This design comes from an exercise in tuning for small area on the open sky130 flow, not from production work.
Function was not checked in any run shown here: the RTL went through the layout flow alone.
Power is estimated from default activity; no workload was simulated.

==> flow/design.v (outline; a module is shown in full before it is edited, if it fits) <==
// module HandwashSensor: 755 lines
module HandwashSensor(
    input clk,
    input reset,
    input acceptLeftHandDistance,
    input [15:0] leftHandDistance,
    input acceptLeftHandGain,
    input [7:0] leftHandGain,
    input acceptRightHandDistance,
    input [15:0] rightHandDistance,
    input acceptRightHandGain,
    input [7:0] rightHandGain,
    output waterOn
);
  // ...
==> flow/flow/run.sh <==
#!/bin/bash
# Own layout flow: the standard synthesis, then its combinational logic
# is rebuilt as an explicit gate netlist (flow/mulgen.py: the same adder
# tree as the RTL, with inverted partial products so the full adders chain
# without inverters, and carry-selected test flags), then the standard
# layout steps from floorplan to finish, with buf_1 port buffers and a
# clock tree of clkbuf_4/clkbuf_8 without dummy loads.
set -euo pipefail
BOUNDS=10,14,18
RES=orfs/results/${FLOW_PLATFORM}/HandwashSensor/base
LIB=${FLOW_HOME}/platforms/${FLOW_PLATFORM}/lib/sky130_fd_sc_hd__tt_025C_1v80.lib
YOSYS=$(command -v yosys || echo "${FLOW_HOME}/../tools/install/yosys/bin/yosys")

bash standard.sh synth > 1_standard_synth.log 2>&1
cp "$RES/1_2_yosys.v" standard_netlist.v
python3 flow/mulgen.py net "$BOUNDS" standard_netlist.v net_pre.v > 2_mulgen.log 2>&1
MAP_LIB="$LIB" MAP_IN=net_pre.v MAP_TOP="$FLOW_TOP" MAP_OUT=net_post.v \
  "$YOSYS" -c flow/map.ys.tcl > 3_map_yosys.log 2>&1
cp net_post.v "$RES/1_2_yosys.v"
rm -f "$RES/1_synth.odb" "$RES/1_synth.sdc"
bash standard.sh finish \
  "BUFFER_PORTS_ARGS=-buffer_cell sky130_fd_sc_hd__buf_1" \
  "CTS_ARGS=-sink_clustering_enable -repair_clock_nets -dont_use_dummy_load -buf_list {sky130_fd_sc_hd__clkbuf_4 sky130_fd_sc_hd__clkbuf_8}" \
  > 4_layout.log 2>&1
==> flow/flow/map.ys.tcl <==
# Map the tail logic of the rewritten netlist; cells already instantiated stay as they are.
set lib $::env(MAP_LIB)
yosys read_liberty -lib $lib
yosys read_verilog $::env(MAP_IN)
yosys hierarchy -check -top $::env(MAP_TOP)
yosys proc
yosys opt -fast
yosys techmap
yosys opt -fast
yosys abc -liberty $lib -dont_use sky130_fd_sc_hd__probe_p_8 -dont_use sky130_fd_sc_hd__probec_p_8 -dont_use sky130_fd_sc_hd__lpflow_* -D 100 mgcar_*
yosys abc -liberty $lib -dont_use sky130_fd_sc_hd__probe_p_8 -dont_use sky130_fd_sc_hd__probec_p_8 -dont_use sky130_fd_sc_hd__lpflow_* -D 7000 $::env(MAP_TOP) mgfin_*
yosys scratchpad -set flatten.separator _
yosys flatten
yosys opt_clean -purge
yosys hilomap -singleton -hicell sky130_fd_sc_hd__conb_1 HI -locell sky130_fd_sc_hd__conb_1 LO
yosys splitnets
yosys opt_clean -purge
yosys stat -liberty $lib
yosys check -assert
yosys write_verilog -noattr -nohex -nodec $::env(MAP_OUT)
==> flow/standard.sh <==
#!/bin/bash
# synth_recipe.tcl (not shown) runs the flow's synth.tcl, then flattens the netlist and writes it again
# the make line also repeats each setting of config.mk as NAME=value (left out here)
make -C /OpenROAD-flow-scripts/flow DESIGN_CONFIG=/design/flow/config.mk WORK_HOME=/design/flow/orfs CLKGATE_MAP_FILE= SYNTH_SCRIPT=/design/flow/synth_recipe.tcl "${@:-finish}"
==> flow/config.mk <==
export PLATFORM = sky130hd
export DESIGN_NAME = HandwashSensor
export DESIGN_NICKNAME = HandwashSensor
export VERILOG_FILES = /design/flow/design.v
export SDC_FILE = /design/flow/constraint.sdc
export NUM_CORES = 4
export LEC_CHECK = 0
export CAP_MARGIN = 20
export CORE_MARGIN = 2
export CORE_UTILIZATION = 40
export GPL_TIMING_DRIVEN = 0
export SLEW_MARGIN = 20
==> flow/constraint.sdc <==
create_clock -name core_clock -period 7.0 [get_ports {clk}]
set_input_delay 1.4000 -clock core_clock [delete_from_list [all_inputs] [get_ports {clk}]]
set_output_delay 1.4000 -clock core_clock [all_outputs]
set_load 0.01 [all_outputs]
Not shown: flow/flow/mulgen.py
==> results.txt, run 1 <==
kind of critical path reg -> reg; WL/cell 17.5 um; grt ovf 0; area delta synth->final 9.90%; DRT Pass-1 Iters 6; FMAX 149 MHz; Crit path top cell by count fa_1; Ys Warns 1; max layer used met4; reg-to-reg endpoint waterOnReg; post-route minimum period 6690 ps; met1 usage 0.239; met2 Use GR 0.327; Worst Hold End leftHandDistanceHeld[0]; Final #Nets 997; Syn Nets 927; post-place setup slack -439 ps; met2 WL post-DR 8840 um; Data arrival, critical path 6900 ps; Non-clk bufs 63; Register Area 1050 sq um; number of sequential cells 49; final wirelength 17000 um; Max-area cell class multi-input gates; data required time of the critical path 7210 ps; crit-path max cell delay 570 ps; Post-CTS Resized 19; sequential cell area share 0.132; RSZ-0062 raised after global routing false; outcome finished clean; met1 wire length 7020 um; sequential group power 353 uW; final worst setup slack 307 ps; Worst-Margin Slew 962 ps; initial DRC count 291; dpl hpwl 13500 um; Die Ht 138 um; I/O pin count 55; Seq pwr share 0.474; Die W 138 um; htree depth 2; Power per Cell Area 94.0 nW/um^2; multi-input gates 624; grt met3 use 0.0322; crit path capture type flip-flop
==> inputs of run 2 (changes only) <==
--- a/flow/design.v
+++ b/flow/design.v
@@ -297,18 +297,18 @@
 wire l_c139 = (l_pp_13_1 & l_pp_14_0) | ((l_pp_13_1 | l_pp_14_0) & l_c121);
 wire l_s140 = l_pp_13_1 ^ l_pp_14_0 ^ l_c121;
 wire l_c141 = (l_c123 & l_s136) | ((l_c123 | l_s136) & l_s138);
 wire l_s142 = l_c123 ^ l_s136 ^ l_s138;
 wire l_c143 = (l_c125 & l_c127) | ((l_c125 | l_c127) & l_s140);
 wire l_s144 = l_c125 ^ l_c127 ^ l_s140;
 wire l_c145 = (l_s142 & l_c129) | ((l_s142 | l_c129) & l_s144);
 wire l_s146 = l_s142 ^ l_c129 ^ l_s144;
-wire l_c147 = l_c131 & l_s146;
-wire l_s148 = l_c131 ^ l_s146;
+wire l_c147 = (l_c131 & l_s146) | ((l_c131 | l_s146) & l_c133);
+wire l_s148 = l_c131 ^ l_s146 ^ l_c133;
 wire l_c149 = (l_pp_8_7 & l_pp_9_6) | ((l_pp_8_7 | l_pp_9_6) & l_pp_10_5);
 wire l_s150 = l_pp_8_7 ^ l_pp_9_6 ^ l_pp_10_5;
 wire l_c151 = (l_pp_11_4 & l_pp_12_3) | ((l_pp_11_4 | l_pp_12_3) & l_pp_13_2);
 wire l_s152 = l_pp_11_4 ^ l_pp_12_3 ^ l_pp_13_2;
 wire l_c153 = (l_pp_14_1 & l_pp_15_0) | ((l_pp_14_1 | l_pp_15_0) & l_c135);
 wire l_s154 = l_pp_14_1 ^ l_pp_15_0 ^ l_c135;
 wire l_c155 = (l_c137 & l_s150) | ((l_c137 | l_s150) & l_s152);
 wire l_s156 = l_c137 ^ l_s150 ^ l_s152;
@@ -325,70 +325,65 @@
 wire l_c167 = (l_pp_15_1 & l_c149) | ((l_pp_15_1 | l_c149) & l_c151);
 wire l_s168 = l_pp_15_1 ^ l_c149 ^ l_c151;
 wire l_c169 = (l_s164 & l_s166) | ((l_s164 | l_s166) & l_c153);
 wire l_s170 = l_s164 ^ l_s166 ^ l_c153;
 wire l_c171 = (l_c155 & l_s168) | ((l_c155 | l_s168) & l_c157);
 wire l_s172 = l_c155 ^ l_s168 ^ l_c157;
 wire l_c173 = (l_s170 & l_c159) | ((l_s170 | l_c159) & l_s172);
 wire l_s174 = l_s170 ^ l_c159 ^ l_s172;
-wire l_c175 = l_s174 & l_c161;
-wire l_s176 = l_s174 ^ l_c161;
-wire l_c177 = (l_pp_10_7 & l_pp_11_6) | ((l_pp_10_7 | l_pp_11_6) & l_pp_12_5);
-wire l_s178 = l_pp_10_7 ^ l_pp_11_6 ^ l_pp_12_5;
-wire l_c179 = (l_pp_13_4 & l_pp_14_3) | ((l_pp_13_4 | l_pp_14_3) & l_pp_15_2);
-wire l_s180 = l_pp_13_4 ^ l_pp_14_3 ^ l_pp_15_2;
-wire l_c181 = (l_c163 & l_c165) | ((l_c163 | l_c165) & l_s178);
-wire l_s182 = l_c163 ^ l_c165 ^ l_s178;
-wire l_c183 = (l_s180 & l_c167) | ((l_s180 | l_c167) & l_c169);
-wire l_s184 = l_s180 ^ l_c167 ^ l_c169;
-wire l_c185 = (l_s182 & l_c171) | ((l_s182 | l_c171) & l_s184);
-wire l_s186 = l_s182 ^ l_c171 ^ l_s184;
-wire l_c187 = (l_c173 & l_s186) | ((l_c173 | l_s186) & l_c175);
-wire l_s188 = l_c173 ^ l_s186 ^ l_c175;
-wire l_c189 = (l_pp_11_7 & l_pp_12_6) | ((l_pp_11_7 | l_pp_12_6) & l_pp_13_5);
-wire l_s190 = l_pp_11_7 ^ l_pp_12_6 ^ l_pp_13_5;
-wire l_c191 = (l_pp_14_4 & l_pp_15_3) | ((l_pp_14_4 | l_pp_15_3) & l_c177);
-wire l_s192 = l_pp_14_4 ^ l_pp_15_3 ^ l_c177;
-wire l_c193 = (l_c179 & l_s190) | ((l_c179 | l_s190) & l_c181);
-wire l_s194 = l_c179 ^ l_s190 ^ l_c181;
-wire l_c195 = (l_s192 & l_c183) | ((l_s192 | l_c183) & l_s194);
-wire l_s196 = l_s192 ^ l_c183 ^ l_s194;
-wire l_c197 = l_c185 & l_s196;
-wire l_s198 = l_c185 ^ l_s196;
-wire l_c199 = (l_pp_12_7 & l_pp_13_6) | ((l_pp_12_7 | l_pp_13_6) & l_pp_14_5);
-wire l_s200 = l_pp_12_7 ^ l_pp_13_6 ^ l_pp_14_5;
-wire l_c201 = (l_pp_15_4 & l_c189) | ((l_pp_15_4 | l_c189) & l_s200);
-wire l_s202 = l_pp_15_4 ^ l_c189 ^ l_s200;
-wire l_c203 = (l_c191 & l_s202) | ((l_c191 | l_s202) & l_c193);
-wire l_s204 = l_c191 ^ l_s202 ^ l_c193;
-wire l_c205 = (l_c195 & l_s204) | ((l_c195 | l_s204) & l_c197);
-wire l_s206 = l_c195 ^ l_s204 ^ l_c197;
-wire l_c207 = (l_pp_13_7 & l_pp_14_6) | ((l_pp_13_7 | l_pp_14_6) & l_pp_15_5);
-wire l_s208 = l_pp_13_7 ^ l_pp_14_6 ^ l_pp_15_5;
-wire l_c209 = (l_c199 & l_s208) | ((l_c199 | l_s208) & l_c201);
-wire l_s210 = l_c199 ^ l_s208 ^ l_c201;
-wire l_c211 = (l_s210 & l_c203) | ((l_s210 | l_c203) & l_c205);
-wire l_s212 = l_s210 ^ l_c203 ^ l_c205;
-wire l_c213 = (l_pp_14_7 & l_pp_15_6) | ((l_pp_14_7 | l_pp_15_6) & l_c207);
-wire l_s214 = l_pp_14_7 ^ l_pp_15_6 ^ l_c207;
-wire l_c215 = (l_s214 & l_c209) | ((l_s214 | l_c209) & l_c211);
-wire l_s216 = l_s214 ^ l_c209 ^ l_c211;
-wire l_s217 = l_pp_15_7 ^ l_c213 ^ l_c215;
+wire l_c175 = (l_pp_10_7 & l_pp_11_6) | ((l_pp_10_7 | l_pp_11_6) & l_pp_12_5);
+wire l_s176 = l_pp_10_7 ^ l_pp_11_6 ^ l_pp_12_5;
+wire l_c177 = (l_pp_13_4 & l_pp_14_3) | ((l_pp_13_4 | l_pp_14_3) & l_pp_15_2);
+wire l_s178 = l_pp_13_4 ^ l_pp_14_3 ^ l_pp_15_2;
+wire l_c179 = (l_c163 & l_c165) | ((l_c163 | l_c165) & l_s176);
+wire l_s180 = l_c163 ^ l_c165 ^ l_s176;
+wire l_c181 = (l_s178 & l_c167) | ((l_s178 | l_c167) & l_c169);
+wire l_s182 = l_s178 ^ l_c167 ^ l_c169;
+wire l_c183 = (l_s180 & l_c171) | ((l_s180 | l_c171) & l_s182);
+wire l_s184 = l_s180 ^ l_c171 ^ l_s182;
+wire l_c185 = l_c173 & l_s184;
+wire l_s186 = l_c173 ^ l_s184;
+wire l_c187 = (l_pp_11_7 & l_pp_12_6) | ((l_pp_11_7 | l_pp_12_6) & l_pp_13_5);
+wire l_s188 = l_pp_11_7 ^ l_pp_12_6 ^ l_pp_13_5;
+wire l_c189 = (l_pp_14_4 & l_pp_15_3) | ((l_pp_14_4 | l_pp_15_3) & l_c175);
+wire l_s190 = l_pp_14_4 ^ l_pp_15_3 ^ l_c175;
+wire l_c191 = (l_c177 & l_s188) | ((l_c177 | l_s188) & l_c179);
+wire l_s192 = l_c177 ^ l_s188 ^ l_c179;
+wire l_c193 = (l_s190 & l_c181) | ((l_s190 | l_c181) & l_s192);
+wire l_s194 = l_s190 ^ l_c181 ^ l_s192;
+wire l_c195 = (l_c183 & l_s194) | ((l_c183 | l_s194) & l_c185);
+wire l_s196 = l_c183 ^ l_s194 ^ l_c185;
+wire l_c197 = (l_pp_12_7 & l_pp_13_6) | ((l_pp_12_7 | l_pp_13_6) & l_pp_14_5);
+wire l_s198 = l_pp_12_7 ^ l_pp_13_6 ^ l_pp_14_5;
+wire l_c199 = (l_pp_15_4 & l_c187) | ((l_pp_15_4 | l_c187) & l_s198);
+wire l_s200 = l_pp_15_4 ^ l_c187 ^ l_s198;
+wire l_c201 = (l_c189 & l_s200) | ((l_c189 | l_s200) & l_c191);
+wire l_s202 = l_c189 ^ l_s200 ^ l_c191;
+wire l_c203 = (l_c193 & l_s202) | ((l_c193 | l_s202) & l_c195);
+wire l_s204 = l_c193 ^ l_s202 ^ l_c195;
+wire l_c205 = (l_pp_13_7 & l_pp_14_6) | ((l_pp_13_7 | l_pp_14_6) & l_pp_15_5);
+wire l_s206 = l_pp_13_7 ^ l_pp_14_6 ^ l_pp_15_5;
+wire l_c207 = (l_c197 & l_s206) | ((l_c197 | l_s206) & l_c199);
+wire l_s208 = l_c197 ^ l_s206 ^ l_c199;
+wire l_c209 = (l_s208 & l_c201) | ((l_s208 | l_c201) & l_c203);
+wire l_s210 = l_s208 ^ l_c201 ^ l_c203;
+wire l_c211 = (l_pp_14_7 & l_pp_15_6) | ((l_pp_14_7 | l_pp_15_6) & l_c205);
+wire l_s212 = l_pp_14_7 ^ l_pp_15_6 ^ l_c205;
+wire l_c213 = (l_s212 & l_c207) | ((l_s212 | l_c207) & l_c209);
+wire l_s214 = l_s212 ^ l_c207 ^ l_c209;
+wire l_s215 = l_pp_15_7 ^ l_c211 ^ l_c213;
 wire [2:0] l_sec0 = {l_s78, l_s64, l_s50};
 wire l_cin1 = l_c77;
-wire [4:0] l_sec1_sum = {l_s134, l_s120, l_s106, l_s92} + l_cin1;
-wire [3:0] l_sec1 = l_sec1_sum[3:0];
-wire l_cin2 = l_c133 | l_sec1_sum[4];
-wire [4:0] l_sec2_sum = {l_s188, l_s176, l_s162, l_s148} + l_cin2;
-wire [3:0] l_sec2 = l_sec2_sum[3:0];
-wire l_cin3 = l_c187 | l_sec2_sum[4];
-wire [5:0] l_sec3_sum = {l_s217, l_s216, l_s212, l_s206, l_s198} + l_cin3;
-wire [4:0] l_sec3 = l_sec3_sum[4:0];
-wire [15:0] lHand = {l_sec3, l_sec2, l_sec1, l_sec0};
+wire [6:0] l_sec1_sum = {l_s162, l_s148, l_s134, l_s120, l_s106, l_s92} + l_cin1;
+wire [5:0] l_sec1 = l_sec1_sum[5:0];
+wire l_cin2 = l_c161 | l_sec1_sum[6];
+wire [7:0] l_sec2_sum = {l_s215, l_s214, l_s210, l_s204, l_s196, l_s186, l_s174} + l_cin2;
+wire [6:0] l_sec2 = l_sec2_sum[6:0];
+wire [15:0] lHand = {l_sec2, l_sec1, l_sec0};
 wire l_nonZero = lHand != 16'd0;
 wire l_belowThreshold = lHand < 16'd1500;
 wire r_pp_0_0 = rightHandDistanceHeld[0] & rightHandGainHeld[0];
 wire r_pp_0_1 = rightHandDistanceHeld[0] & rightHandGainHeld[1];
 wire r_pp_0_2 = rightHandDistanceHeld[0] & rightHandGainHeld[2];
 wire r_pp_0_3 = rightHandDistanceHeld[0] & rightHandGainHeld[3];
 wire r_pp_0_4 = rightHandDistanceHeld[0] & rightHandGainHeld[4];
 wire r_pp_0_5 = rightHandDistanceHeld[0] & rightHandGainHeld[5];
@@ -655,18 +650,18 @@
 wire r_c139 = (r_pp_13_1 & r_pp_14_0) | ((r_pp_13_1 | r_pp_14_0) & r_c121);
 wire r_s140 = r_pp_13_1 ^ r_pp_14_0 ^ r_c121;
 wire r_c141 = (r_c123 & r_s136) | ((r_c123 | r_s136) & r_s138);
 wire r_s142 = r_c123 ^ r_s136 ^ r_s138;
 wire r_c143 = (r_c125 & r_c127) | ((r_c125 | r_c127) & r_s140);
 wire r_s144 = r_c125 ^ r_c127 ^ r_s140;
 wire r_c145 = (r_s142 & r_c129) | ((r_s142 | r_c129) & r_s144);
 wire r_s146 = r_s142 ^ r_c129 ^ r_s144;
-wire r_c147 = r_c131 & r_s146;
-wire r_s148 = r_c131 ^ r_s146;
+wire r_c147 = (r_c131 & r_s146) | ((r_c131 | r_s146) & r_c133);
+wire r_s148 = r_c131 ^ r_s146 ^ r_c133;
 wire r_c149 = (r_pp_8_7 & r_pp_9_6) | ((r_pp_8_7 | r_pp_9_6) & r_pp_10_5);
 wire r_s150 = r_pp_8_7 ^ r_pp_9_6 ^ r_pp_10_5;
 wire r_c151 = (r_pp_11_4 & r_pp_12_3) | ((r_pp_11_4 | r_pp_12_3) & r_pp_13_2);
 wire r_s152 = r_pp_11_4 ^ r_pp_12_3 ^ r_pp_13_2;
 wire r_c153 = (r_pp_14_1 & r_pp_15_0) | ((r_pp_14_1 | r_pp_15_0) & r_c135);
 wire r_s154 = r_pp_14_1 ^ r_pp_15_0 ^ r_c135;
 wire r_c155 = (r_c137 & r_s150) | ((r_c137 | r_s150) & r_s152);
 wire r_s156 = r_c137 ^ r_s150 ^ r_s152;
@@ -683,70 +678,65 @@
 wire r_c167 = (r_pp_15_1 & r_c149) | ((r_pp_15_1 | r_c149) & r_c151);
 wire r_s168 = r_pp_15_1 ^ r_c149 ^ r_c151;
 wire r_c169 = (r_s164 & r_s166) | ((r_s164 | r_s166) & r_c153);
 wire r_s170 = r_s164 ^ r_s166 ^ r_c153;
 wire r_c171 = (r_c155 & r_s168) | ((r_c155 | r_s168) & r_c157);
 wire r_s172 = r_c155 ^ r_s168 ^ r_c157;
 wire r_c173 = (r_s170 & r_c159) | ((r_s170 | r_c159) & r_s172);
 wire r_s174 = r_s170 ^ r_c159 ^ r_s172;
-wire r_c175 = r_s174 & r_c161;
-wire r_s176 = r_s174 ^ r_c161;
-wire r_c177 = (r_pp_10_7 & r_pp_11_6) | ((r_pp_10_7 | r_pp_11_6) & r_pp_12_5);
-wire r_s178 = r_pp_10_7 ^ r_pp_11_6 ^ r_pp_12_5;
-wire r_c179 = (r_pp_13_4 & r_pp_14_3) | ((r_pp_13_4 | r_pp_14_3) & r_pp_15_2);
-wire r_s180 = r_pp_13_4 ^ r_pp_14_3 ^ r_pp_15_2;
-wire r_c181 = (r_c163 & r_c165) | ((r_c163 | r_c165) & r_s178);
-wire r_s182 = r_c163 ^ r_c165 ^ r_s178;
-wire r_c183 = (r_s180 & r_c167) | ((r_s180 | r_c167) & r_c169);
-wire r_s184 = r_s180 ^ r_c167 ^ r_c169;
-wire r_c185 = (r_s182 & r_c171) | ((r_s182 | r_c171) & r_s184);
-wire r_s186 = r_s182 ^ r_c171 ^ r_s184;
-wire r_c187 = (r_c173 & r_s186) | ((r_c173 | r_s186) & r_c175);
-wire r_s188 = r_c173 ^ r_s186 ^ r_c175;
-wire r_c189 = (r_pp_11_7 & r_pp_12_6) | ((r_pp_11_7 | r_pp_12_6) & r_pp_13_5);
-wire r_s190 = r_pp_11_7 ^ r_pp_12_6 ^ r_pp_13_5;
-wire r_c191 = (r_pp_14_4 & r_pp_15_3) | ((r_pp_14_4 | r_pp_15_3) & r_c177);
-wire r_s192 = r_pp_14_4 ^ r_pp_15_3 ^ r_c177;
-wire r_c193 = (r_c179 & r_s190) | ((r_c179 | r_s190) & r_c181);
-wire r_s194 = r_c179 ^ r_s190 ^ r_c181;
-wire r_c195 = (r_s192 & r_c183) | ((r_s192 | r_c183) & r_s194);
-wire r_s196 = r_s192 ^ r_c183 ^ r_s194;
-wire r_c197 = r_c185 & r_s196;
-wire r_s198 = r_c185 ^ r_s196;
-wire r_c199 = (r_pp_12_7 & r_pp_13_6) | ((r_pp_12_7 | r_pp_13_6) & r_pp_14_5);
-wire r_s200 = r_pp_12_7 ^ r_pp_13_6 ^ r_pp_14_5;
-wire r_c201 = (r_pp_15_4 & r_c189) | ((r_pp_15_4 | r_c189) & r_s200);
-wire r_s202 = r_pp_15_4 ^ r_c189 ^ r_s200;
-wire r_c203 = (r_c191 & r_s202) | ((r_c191 | r_s202) & r_c193);
-wire r_s204 = r_c191 ^ r_s202 ^ r_c193;
-wire r_c205 = (r_c195 & r_s204) | ((r_c195 | r_s204) & r_c197);
-wire r_s206 = r_c195 ^ r_s204 ^ r_c197;
-wire r_c207 = (r_pp_13_7 & r_pp_14_6) | ((r_pp_13_7 | r_pp_14_6) & r_pp_15_5);
-wire r_s208 = r_pp_13_7 ^ r_pp_14_6 ^ r_pp_15_5;
-wire r_c209 = (r_c199 & r_s208) | ((r_c199 | r_s208) & r_c201);
-wire r_s210 = r_c199 ^ r_s208 ^ r_c201;
-wire r_c211 = (r_s210 & r_c203) | ((r_s210 | r_c203) & r_c205);
-wire r_s212 = r_s210 ^ r_c203 ^ r_c205;
-wire r_c213 = (r_pp_14_7 & r_pp_15_6) | ((r_pp_14_7 | r_pp_15_6) & r_c207);
-wire r_s214 = r_pp_14_7 ^ r_pp_15_6 ^ r_c207;
-wire r_c215 = (r_s214 & r_c209) | ((r_s214 | r_c209) & r_c211);
-wire r_s216 = r_s214 ^ r_c209 ^ r_c211;
-wire r_s217 = r_pp_15_7 ^ r_c213 ^ r_c215;
+wire r_c175 = (r_pp_10_7 & r_pp_11_6) | ((r_pp_10_7 | r_pp_11_6) & r_pp_12_5);
+wire r_s176 = r_pp_10_7 ^ r_pp_11_6 ^ r_pp_12_5;
+wire r_c177 = (r_pp_13_4 & r_pp_14_3) | ((r_pp_13_4 | r_pp_14_3) & r_pp_15_2);
+wire r_s178 = r_pp_13_4 ^ r_pp_14_3 ^ r_pp_15_2;
+wire r_c179 = (r_c163 & r_c165) | ((r_c163 | r_c165) & r_s176);
+wire r_s180 = r_c163 ^ r_c165 ^ r_s176;
+wire r_c181 = (r_s178 & r_c167) | ((r_s178 | r_c167) & r_c169);
+wire r_s182 = r_s178 ^ r_c167 ^ r_c169;
+wire r_c183 = (r_s180 & r_c171) | ((r_s180 | r_c171) & r_s182);
+wire r_s184 = r_s180 ^ r_c171 ^ r_s182;
+wire r_c185 = r_c173 & r_s184;
+wire r_s186 = r_c173 ^ r_s184;
+wire r_c187 = (r_pp_11_7 & r_pp_12_6) | ((r_pp_11_7 | r_pp_12_6) & r_pp_13_5);
+wire r_s188 = r_pp_11_7 ^ r_pp_12_6 ^ r_pp_13_5;
+wire r_c189 = (r_pp_14_4 & r_pp_15_3) | ((r_pp_14_4 | r_pp_15_3) & r_c175);
+wire r_s190 = r_pp_14_4 ^ r_pp_15_3 ^ r_c175;
+wire r_c191 = (r_c177 & r_s188) | ((r_c177 | r_s188) & r_c179);
+wire r_s192 = r_c177 ^ r_s188 ^ r_c179;
+wire r_c193 = (r_s190 & r_c181) | ((r_s190 | r_c181) & r_s192);
+wire r_s194 = r_s190 ^ r_c181 ^ r_s192;
+wire r_c195 = (r_c183 & r_s194) | ((r_c183 | r_s194) & r_c185);
+wire r_s196 = r_c183 ^ r_s194 ^ r_c185;
+wire r_c197 = (r_pp_12_7 & r_pp_13_6) | ((r_pp_12_7 | r_pp_13_6) & r_pp_14_5);
+wire r_s198 = r_pp_12_7 ^ r_pp_13_6 ^ r_pp_14_5;
+wire r_c199 = (r_pp_15_4 & r_c187) | ((r_pp_15_4 | r_c187) & r_s198);
+wire r_s200 = r_pp_15_4 ^ r_c187 ^ r_s198;
+wire r_c201 = (r_c189 & r_s200) | ((r_c189 | r_s200) & r_c191);
+wire r_s202 = r_c189 ^ r_s200 ^ r_c191;
+wire r_c203 = (r_c193 & r_s202) | ((r_c193 | r_s202) & r_c195);
+wire r_s204 = r_c193 ^ r_s202 ^ r_c195;
+wire r_c205 = (r_pp_13_7 & r_pp_14_6) | ((r_pp_13_7 | r_pp_14_6) & r_pp_15_5);
+wire r_s206 = r_pp_13_7 ^ r_pp_14_6 ^ r_pp_15_5;
+wire r_c207 = (r_c197 & r_s206) | ((r_c197 | r_s206) & r_c199);
+wire r_s208 = r_c197 ^ r_s206 ^ r_c199;
+wire r_c209 = (r_s208 & r_c201) | ((r_s208 | r_c201) & r_c203);
+wire r_s210 = r_s208 ^ r_c201 ^ r_c203;
+wire r_c211 = (r_pp_14_7 & r_pp_15_6) | ((r_pp_14_7 | r_pp_15_6) & r_c205);
+wire r_s212 = r_pp_14_7 ^ r_pp_15_6 ^ r_c205;
+wire r_c213 = (r_s212 & r_c207) | ((r_s212 | r_c207) & r_c209);
+wire r_s214 = r_s212 ^ r_c207 ^ r_c209;
+wire r_s215 = r_pp_15_7 ^ r_c211 ^ r_c213;
 wire [2:0] r_sec0 = {r_s78, r_s64, r_s50};
 wire r_cin1 = r_c77;
-wire [4:0] r_sec1_sum = {r_s134, r_s120, r_s106, r_s92} + r_cin1;
-wire [3:0] r_sec1 = r_sec1_sum[3:0];
-wire r_cin2 = r_c133 | r_sec1_sum[4];
-wire [4:0] r_sec2_sum = {r_s188, r_s176, r_s162, r_s148} + r_cin2;
-wire [3:0] r_sec2 = r_sec2_sum[3:0];
-wire r_cin3 = r_c187 | r_sec2_sum[4];
-wire [5:0] r_sec3_sum = {r_s217, r_s216, r_s212, r_s206, r_s198} + r_cin3;
-wire [4:0] r_sec3 = r_sec3_sum[4:0];
-wire [15:0] rHand = {r_sec3, r_sec2, r_sec1, r_sec0};
+wire [6:0] r_sec1_sum = {r_s162, r_s148, r_s134, r_s120, r_s106, r_s92} + r_cin1;
+wire [5:0] r_sec1 = r_sec1_sum[5:0];
+wire r_cin2 = r_c161 | r_sec1_sum[6];
+wire [7:0] r_sec2_sum = {r_s215, r_s214, r_s210, r_s204, r_s196, r_s186, r_s174} + r_cin2;
+wire [6:0] r_sec2 = r_sec2_sum[6:0];
+wire [15:0] rHand = {r_sec2, r_sec1, r_sec0};
 wire r_nonZero = rHand != 16'd0;
 wire r_belowThreshold = rHand < 16'd1500;
 reg waterOnReg;
 always @(posedge clk) begin
     if (reset)
         waterOnReg <= 1'b0;
     else
         waterOnReg <= l_nonZero & r_nonZero & (l_belowThreshold | r_belowThreshold);
--- a/flow/flow/run.sh
+++ b/flow/flow/run.sh
@@ -1,17 +1,17 @@
 #!/bin/bash
 # Own layout flow: the standard synthesis, then its combinational logic
 # is rebuilt as an explicit gate netlist (flow/mulgen.py: the same adder
 # tree as the RTL, with inverted partial products so the full adders chain
 # without inverters, and carry-selected test flags), then the standard
 # layout steps from floorplan to finish, with buf_1 port buffers and a
 # clock tree of clkbuf_4/clkbuf_8 without dummy loads.
 set -euo pipefail
-BOUNDS=10,14,18
+BOUNDS=10,16
 RES=orfs/results/${FLOW_PLATFORM}/HandwashSensor/base
 LIB=${FLOW_HOME}/platforms/${FLOW_PLATFORM}/lib/sky130_fd_sc_hd__tt_025C_1v80.lib
 YOSYS=$(command -v yosys || echo "${FLOW_HOME}/../tools/install/yosys/bin/yosys")
 
 bash standard.sh synth > 1_standard_synth.log 2>&1
 cp "$RES/1_2_yosys.v" standard_netlist.v
 python3 flow/mulgen.py net "$BOUNDS" standard_netlist.v net_pre.v > 2_mulgen.log 2>&1
 MAP_LIB="$LIB" MAP_IN=net_pre.v MAP_TOP="$FLOW_TOP" MAP_OUT=net_post.v \
--- a/flow/flow/mulgen.py
+++ b/flow/flow/mulgen.py
@@ -230,23 +230,65 @@
                 # c_next = cout0 | (c & all bits of the section's sum set),
                 # in a module of its own that ABC maps for speed
                 cnet, cinv = carry
                 nc = N.named(f"{p}_c{j+1}")
                 ins = [("ci", cnet, cinv), ("co", co_net, co_inv)] + \
                       [(f"b{i}",) + pol[final[c][1]] for i, c in enumerate(range(a, a + w))]
                 expr = lambda n, v: f"~{n}" if v else n
                 body = " & ".join(expr(x[0], x[2]) for x in ins[2:])
+                # the section's own carry out is the latest input: it meets
+                # the rest (carry in and all-ones, mapped by ABC) in one gate
+                ins = [ins[0]] + ins[2:]
+                xn = N.named(f"{p}_x{j+1}")
+                top = ins[-1]
+                if co_inv and top[2] and cinv:
+                    # c = ~(co_net & (ci_net | top_net | ~x)), x = the other
+                    # bits all set: carry in, last sum bit and carry out,
+                    # the latest signals, meet in one o31ai
+                    ins = ins[1:-1]
+                    body = " & ".join(expr(x[0], x[2]) for x in ins)
+                    cars.append(
+                        f"module mgcar_{p}{j}({', '.join(x[0] for x in ins)}, x);\n"
+                        f"  input {', '.join(x[0] for x in ins)};\n  output x;\n"
+                        f"  assign x = ~({body});\n"
+                        f"endmodule\n")
+                    pl = ", ".join(f".{x[0]}({x[1]})" for x in ins)
+                    carinst.append(f"  mgcar_{p}{j} mgcar_{p}{j}_u ({pl}, .x({xn}));")
+                    N.cell("o31ai_1", {"A1": cnet, "A2": top[1], "A3": xn, "B1": co_net, "Y": nc})
+                    carry = (nc, False)
+                    continue
+                if co_inv and top[2]:
+                    # c = ~(co_net & (top_net | ~x)), x = carry in & the
+                    # other bits all set: the section's last sum bit and
+                    # carry out, its latest signals, meet in one o21ai
+                    ins = ins[:-1]
+                    body = " & ".join(expr(x[0], x[2]) for x in ins[1:])
+                    cars.append(
+                        f"module mgcar_{p}{j}({', '.join(x[0] for x in ins)}, x);\n"
+                        f"  input {', '.join(x[0] for x in ins)};\n  output x;\n"
+                        f"  assign x = ~({expr('ci', cinv)} & {body});\n"
+                        f"endmodule\n")
+                    pl = ", ".join(f".{x[0]}({x[1]})" for x in ins)
+                    carinst.append(f"  mgcar_{p}{j} mgcar_{p}{j}_u ({pl}, .x({xn}));")
+                    N.cell("o21ai_0", {"A1": top[1], "A2": xn, "B1": co_net, "Y": nc})
+                    carry = (nc, False)
+                    continue
                 cars.append(
-                    f"module mgcar_{p}{j}({', '.join(x[0] for x in ins)}, c);\n"
-                    f"  input {', '.join(x[0] for x in ins)};\n  output c;\n"
-                    f"  assign c = {expr('co', co_inv)} | ({expr('ci', cinv)} & {body});\n"
+                    f"module mgcar_{p}{j}({', '.join(x[0] for x in ins)}, x);\n"
+                    f"  input {', '.join(x[0] for x in ins)};\n  output x;\n"
+                    f"  assign x = {expr('ci', cinv)} & {body};\n"
                     f"endmodule\n")
                 pl = ", ".join(f".{x[0]}({x[1]})" for x in ins)
-                carinst.append(f"  mgcar_{p}{j} mgcar_{p}{j}_u ({pl}, .c({nc}));")
+                carinst.append(f"  mgcar_{p}{j} mgcar_{p}{j}_u ({pl}, .x({xn}));")
+                if co_inv:
+                    # c = x | ~co_net
+                    N.cell("nand2b_1", {"A_N": xn, "B": co_net, "Y": nc})
+                else:
+                    N.cell("or2_1", {"A": xn, "B": co_net, "X": nc})
                 carry = (nc, False)
     # LT = L_top | E_top & (L_.. | E_.. & (...))
     lt = "1'b0"
     for z, l, e in fins:
         lt = f"({l} | ({e} & {lt}))" if l else f"({e} & {lt})"
     nz = " & ".join(z for z, _, _ in fins)
     ins = []
     for f in fins:
==> run 2 against run 1 <==
Still clean on timing, DRC and antenna. Worst hold slack better by 110 ps. Count of clock-buffer cells in the layout unchanged. Clock skew up 5.2 ps. Largest cell class unchanged. Largest power group unchanged.
==> results.txt, run 2 <==
crit path capture type flip-flop; kind of critical path reg -> reg; Pleak 0.00143 uW; antenna violations before repair 1; Post-Syn Area 7150 sq um; row cnt 48; GR peak layer met2; Final Util 0.446; WL/cell 18.6 um (+6.1%); Antenna diodes 0; I/O pin count 55 (unchanged); gpl congestion 0.814; RSZ-0062 raised after global routing false; Tot GR Track Use 0.210; post-place setup slack -90.7 ps (+349 ps); Critical Path Fanout Max 17; Worst-Margin Slew 894 ps (-68.6 ps); htree depth 2 (unchanged); outcome finished clean; Data arrival, critical path 6900 ps (about the same); Power per Cell Area 99.9 nW/um^2 (+6.3%); final wirelength 17600 um (+3.9%); clock root cell clkbuf_8; Mean Syn Cell Area 10.7 sq um; DRT antenna net count 0; met2 Use GR 0.346 (+0.0193); Longest Clk Path Bufs 2; Clock Latency Late Sink 330 ps; Die W 138 um (-0.44%); slew margin rel. 0.404; pin count of the biggest net entering global routing 18; final setup fails 0; DRT Pass-1 Iters 5 (-1); grt met3 use 0.0390 (+0.00679); layout cell share with drive strength beyond 1 0.0331; Core Area 17400 sq um; Die Footprint 19000 sq um; post-cts hold buffer count 0; DRC Markers 0; global-route wire length before repair 30400 um; final worst-path cycle share 0.951; vias per cell 5.58; dpl hpwl 13900 um (+2.8%); Final #Nets 983 (-1.4%); initial DRC count 365 (+25%); area delta synth->final 8.23%; final worst setup slack 341 ps (+33.5 ps); grt ovf 0 (unchanged); commonest non-fill, non-tap cell in the layout nand2_1; met1 usage 0.291 (+0.0522); Ys Warns 1 (unchanged); final hold vios 0; Max-Cap Viols 0; CTS tree built; via count 5299; total CTS buffers 5; Port Buffers 54; hold crit path type reg -> reg; CP Launch Type flip-flop; Die Ht 138 um (-0.44%); CTS Sinks 49; most frequent cells in the layout nand2_1, fa_1, buf_1; clk slew on worst S/H paths 100 ps; vias in the first global route 6037; post-route minimum period 6660 ps (-33.5 ps); FMAX 150 MHz (+0.50%); peak supply drop 0.0000945 V; Slew Viols, Final 0; Syn Nets 922 (-0.54%); Setup Fix Bufs, Post-CTS 0; Synth Instances 666; initial core utilization 0.412; data required time of the critical path 7240 ps (+30 ps); top flop regs leftHandDistanceHeld x16, rightHandDistanceHeld x16; Setup Skew 23.3 ps
## run 2: final timing paths
path | cells after the start | to | start | slack, ps
worst max-delay path | 18 | waterOnReg | rightHandGainHeld[7] | 340
worst min-delay path | 1 | rightHandDistanceHeld[0] | rightHandDistanceHeld[0] | 680
worst min register to register | 1 | rightHandDistanceHeld[0] | rightHandDistanceHeld[0] | 680
worst max register to register | 18 | waterOnReg | rightHandGainHeld[7] | 340
## run 2: critical path, stage by stage (launching register included)
cell	delay (ps)
dfxtp_2	570
nand2_1	150
fa_1	520
fa_1	430
fa_1	530
fa_1	470
or2_1	250
fa_1	380
fa_1	390
fa_1	390
fa_1	380
fa_1	520
a2111oi_1	450
nand2_1	110
mux2_1	310
a21o_1	160
a21o_1	160
or2_1	200
and4b_1	190
## run 2: through the flow
stage               instances  hold WS, ps  TNS (ps)  power [uW]  cell area [sq um]
floorplan                 666          566         0         519               7150
CTS                       950          684         0         780               7720
detailed placement        945          669     -90.7         608               7640
global placement          945          648         0         598               7630
global route              950          711         0         834               7730
finish                    950          676         0         772               7730
## run 2: layer usage
layer | up-vias | part of all wire
li1 | 2298 | -
met1 | 2762 | 0.42
met2 | 212 | 0.48
met3 | 27 | 0.076
met4 | 0 | 0.015
met5 | - | 0
## run 2: report_power, final
part	switching, uW	internal (uW)	leakage (uW)
logic	128	113	0.000984
clock network	102	64.9	0.0000359
registers	66.5	298	0.000410
total	296	476	0.00143
## run 2: final cells by class
cell class	instances	area (sq um)
Tap cell	225	282
Fill cell	1659	9620
Clock buffer	5	68.8
Timing Repair Buffer	54	203
Sequential cell	49	998
Multi-Input combinational cell	617	6180
## run 2: repair_timing
item                                   in CTS  in global routing
endpoints found under the hold margin       0                  0
setup endpoints to repair                   1                  1
gates resized for setup                     6                 11

what the ideal ports hide:
The flow's constraints put no driver on any port. The routed layouts listed below were extracted and timed again, unchanged, in two steps.
Step 1 sets driving cells, clkbuf_16 on the clock port and buf_2 on the other inputs (assumed; they add their load-dependent delay and slew).
Step 2 moves the port delays by t, midway between the first and last clock arrival at a register: inputs arrive t later, outputs are due t later. That takes back most of the time a late clock gives input paths.
a / b / c = no drivers / after step 1 / after step 2; a / b = the first two.
run	shift t [ns]	setup WS [ns]	worst setup path after step 2	worst register clock-pin slew, ns	pins driven straight from the clock port
run 1	0.343	0.307 / 0.307 / 0.307	register to register	0.09 / 0.09	1
run 2	0.354	0.341 / 0.341 / 0.341	register to register	0.10 / 0.10	1
After both steps setup and hold are still met in every run listed.
